This is an optimization exercise on Yosys and OpenROAD, whose aim is small area, a short achievable clock period and few clock cycles per item, not a production implementation. In this exercise RTL edits were held to simulation tests only and were not proved equivalent to the original. No activity file was given, so power comes from the tool's default toggle rates.

==> flow/design.v <==
module packet_parser (
	input  logic         clk,
	input  logic         rst_n,       
	input  logic         s_tvalid,
	input  logic [7:0]   s_tdata,
	input  logic         s_tlast,
	output logic         s_tready,
	output logic         m_tvalid,
	input  logic         m_tready,
	output logic [367:0] m_tdata
	);
logic       rdy;            
logic       pend;           
logic       pad;            
logic [5:0] pos;            
logic       dv;             
logic [7:0] din;
logic       dl;
logic fill, proc, adv, p48, inwin, go_pend, go_pad;
logic next_pend, next_pad, dfull_next;
logic [5:0] pos_next;
logic shift_q;              
assign fill    = !pend && !pad;
assign proc    = dv && fill;
assign adv     = proc || pad;
assign p48     = (pos == 6'd48);
assign inwin   = (pos >= 6'd14) && (pos <= 6'd37);
assign go_pend = p48 && ((proc && dl) || pad);
assign go_pad  = proc && dl && !p48;
assign next_pend  = pend ? !m_tready : go_pend;
assign next_pad   = !pend && (pad ? !go_pend : go_pad);
assign dfull_next = (rdy && s_tvalid) || (dv && !proc);
assign pos_next   = pend ? (m_tready ? 6'd0 : pos) : ((adv && !p48) ? pos + 6'd1 : pos);
function logic stored_at(input logic [5:0] p);
	stored_at = (p <= 6'd14) || (p == 6'd16) || (p == 6'd17) ||
	            (p == 6'd23) || (p >= 6'd26 && p <= 6'd47);
endfunction
always_ff @(posedge clk or negedge rst_n) begin
	if (!rst_n) begin
		rdy  <= 1'b1;
		pend <= 1'b0;
		pad  <= 1'b0;
		pos  <= 6'd0;
		dv   <= 1'b0;
		shift_q <= 1'b0;
	end
	else begin
		rdy  <= !(next_pend || next_pad) || !dfull_next;
		pend <= next_pend;
		pad  <= next_pad;
		dv   <= dfull_next;
		pos  <= pos_next;
		shift_q <= ((dfull_next && !next_pend && !next_pad) || next_pad) && stored_at(pos_next);
	end
end
always_ff @(posedge clk) begin
	if (rdy) begin
		din <= s_tdata;
		dl  <= s_tlast;
	end
end
logic [7:0]   in_byte, cs_byte;
logic [319:0] ch;           
logic [15:0]  cnt;          
logic [15:0]  cnt_inc;
logic [15:0]  acc;          
logic         pc;           
logic         first;
assign in_byte = din & {8{!pad}};
assign cs_byte = in_byte & {8{pos <= 6'd33}};    
assign cnt_inc = (cnt == 16'hFFFF) ? cnt : cnt + 16'd1;
assign first   = (pos == 6'd14);
always_ff @(posedge clk) begin
	if (shift_q)
		ch <= {ch[311:0], in_byte};
	if ((proc && (!dl || pos == 6'd0)) || go_pend)
		cnt <= (proc && pos == 6'd0) ? {15'd0, !dl} : cnt_inc;
	if (adv && inwin)
		{pc, acc} <= (first ? 17'd0 : {1'b0, acc[7:0], acc[15:8]}) +
		             {8'd0, pc && !first, cs_byte};
end
function integer slot(input integer b);
	integer i;
	begin
		if (b <= 14)      i = b;
		else if (b == 16) i = 15;
		else if (b == 17) i = 16;
		else if (b == 23) i = 17;
		else              i = b - 8;
		slot = 8 * (39 - i);
	end
endfunction
logic [47:0]  dest_mac, src_mac;
logic [15:0]  eth_type, total_length;
logic [7:0]   b14, protocol;
logic [31:0]  src_ip, dest_ip;
logic [111:0] payload;
genvar g;
generate
	for (g = 0; g < 6; g++) begin : MAC
		assign dest_mac[47-8*g -: 8] = ch[slot(g)   +: 8];
		assign src_mac [47-8*g -: 8] = ch[slot(6+g) +: 8];
	end
	for (g = 0; g < 4; g++) begin : IP
		assign src_ip [31-8*g -: 8] = ch[slot(26+g) +: 8];
		assign dest_ip[31-8*g -: 8] = ch[slot(30+g) +: 8];
	end
	for (g = 0; g < 14; g++) begin : PAY
		assign payload[8*g +: 8] = ch[slot(34+g) +: 8];
	end
endgenerate
assign eth_type     = {ch[slot(12) +: 8], ch[slot(13) +: 8]};
assign b14          = ch[slot(14) +: 8];
assign total_length = {ch[slot(16) +: 8], ch[slot(17) +: 8]};
assign protocol     = ch[slot(23) +: 8];
logic        f_v4, f_v6, f_short, f_ck, f_len;
logic        is_ipv4;
logic [15:0] len_now;
assign is_ipv4 = (eth_type == 16'h0800);
assign len_now = cnt_inc;
always_ff @(posedge clk) begin
	if (go_pend) begin
		f_v4    <= is_ipv4;
		f_v6    <= (eth_type == 16'h86DD);
		f_short <= (len_now < 16'd48);
		f_ck    <= is_ipv4 && (b14 == 8'h45) && (acc == 16'hFFFF);
		f_len   <= is_ipv4 && ({1'b0, total_length} + 17'd14 == {1'b0, len_now});
	end
end
assign s_tready = rdy;
assign m_tvalid = pend;
assign m_tdata  = {11'b0, f_len, f_ck, f_short, f_v6, f_v4, acc, cnt, payload,
                   dest_ip, src_ip, protocol, total_length, b14[7:4], b14[3:0],
                   eth_type, src_mac, dest_mac};
endmodule
clock: 13.5 ns
lec_check: 0
cap_margin: 20
core_margin: 2
core_utilization: 65
place_density: 0.8
slew_margin: 20
standard.sh (not shown) runs the stock make flow with config.mk's settings and CLKGATE_MAP_FILE= SYNTH_SCRIPT=/design/flow/synth_recipe.tcl, a recipe that flattens the netlist after the stock synthesis.
==> flow/flow/run.sh <==
#!/bin/bash
# Own layout flow: the standard synthesis and layout, with
#  - plain sky130 buffers on the ports instead of the delay buffer the
#    resizer picks by default;
#  - a clock tree of fewer, larger sink clusters and no dummy loads;
#  - timing repair asked to reach a setup slack margin, so that it works on
#    the paths that set the achieved period (the constraints are unchanged).
set -euo pipefail
bash standard.sh synth > synth.log 2>&1
bash standard.sh finish \
  BUFFER_PORTS_ARGS="-buffer_cell sky130_fd_sc_hd__buf_1" \
  CTS_ARGS="-sink_clustering_enable -repair_clock_nets -sink_clustering_size 30 -sink_clustering_max_diameter 100 -buf_list sky130_fd_sc_hd__clkbuf_16 -dont_use_dummy_load" \
  SETUP_SLACK_MARGIN=9.5 > layout.log 2>&1
Testbench counts at the start, summed over its fixed seeds: cycles 152,901, packets 320.
Next try:
--- a/flow/design.v
+++ b/flow/design.v
@@ -69,6 +69,6 @@
 assign in_byte = din & {8{!pad}};
 assign cs_byte = in_byte & {8{pos <= 6'd33}};    
-assign cnt_inc = (cnt == 16'hFFFF) ? cnt : cnt + 16'd1;
-assign first   = (pos == 6'd14);
+assign cnt_inc = cnt + {15'd0, ~&cnt};    
+assign first   = (pos == 6'd14) || (pos == 6'd15);
 always_ff @(posedge clk) begin
 	if (shift_q)
@@ -76,7 +76,9 @@
 	if ((proc && (!dl || pos == 6'd0)) || go_pend)
 		cnt <= (proc && pos == 6'd0) ? {15'd0, !dl} : cnt_inc;
-	if (adv && inwin)
-		{pc, acc} <= (first ? 17'd0 : {1'b0, acc[7:0], acc[15:8]}) +
-		             {8'd0, pc && !first, cs_byte};
+	if (adv && inwin) begin
+		acc[15:8]      <= acc[7:0];
+		{pc, acc[7:0]} <= (first ? 9'd0 : {1'b0, acc[15:8]}) + {1'b0, cs_byte} +
+		                  {8'd0, pc && !first};
+	end
 end
 function integer slot(input integer b);
@@ -118,4 +120,10 @@
 logic [15:0] len_now;
 assign is_ipv4 = (eth_type == 16'h0800);
+logic [16:0] lx, ly, lz;
+logic        len_eq;
+assign lx     = {1'b0, total_length};
+assign ly     = 17'd14;
+assign lz     = {1'b0, len_now};
+assign len_eq = ((lx ^ ly ^ lz) == (((lx & ly) | ((lx | ly) & ~lz)) << 1));
 assign len_now = cnt_inc;
 always_ff @(posedge clk) begin
@@ -125,5 +133,5 @@
 		f_short <= (len_now < 16'd48);
 		f_ck    <= is_ipv4 && (b14 == 8'h45) && (acc == 16'hFFFF);
-		f_len   <= is_ipv4 && ({1'b0, total_length} + 17'd14 == {1'b0, len_now});
+		f_len   <= is_ipv4 && len_eq;
 	end
 end
Setup slack gets better by 18 ps; combinational power went down by about 6%; via count went down by 9.7%; register-to-register slack hardly moves; design area went down by 3.4%; global-route usage went down by 3.0 points; synthesized cell count went down by 9.9%; count of clock-buffer cells in the layout does not change; fmax went up by 0.46%; cell count went down by 6.0%.
Testbench counts after the change, summed over its fixed seeds: cycles 152,901, packets 320.

==> what the ideal ports hide <==
In the flow no input, the clock included, has a driving cell. The finished layouts below were timed again as built, in two steps.
Step 1: set_driving_cell puts a clkbuf_16 on clk and a buf_2 on each other input, an assumption about the parent block.
Step 2 adds t to the input delays and takes it off the output delays; t is the mean of the earliest and latest rising clock arrival at the registers after step 1. Input paths then give back, and output paths get back, about the clock's delay inside the block.
Slacks: ideal / step 1 / step 2; pairs: ideal / step 1.
| run | shift t [ns] | setup WS [ns] | worst setup path at the end |
|---|---|---|---|
| the first run | 0.545 | 9.562 / 9.512 / 9.541 | input to register |
| the second run | 0.545 | 9.580 / 9.533 / 9.288 | input to register |
After both steps setup and hold are still met in every run listed. The setup slack of the second run, which loses most, moves by -0.047 ns with the drivers and by -0.292 ns with both steps.
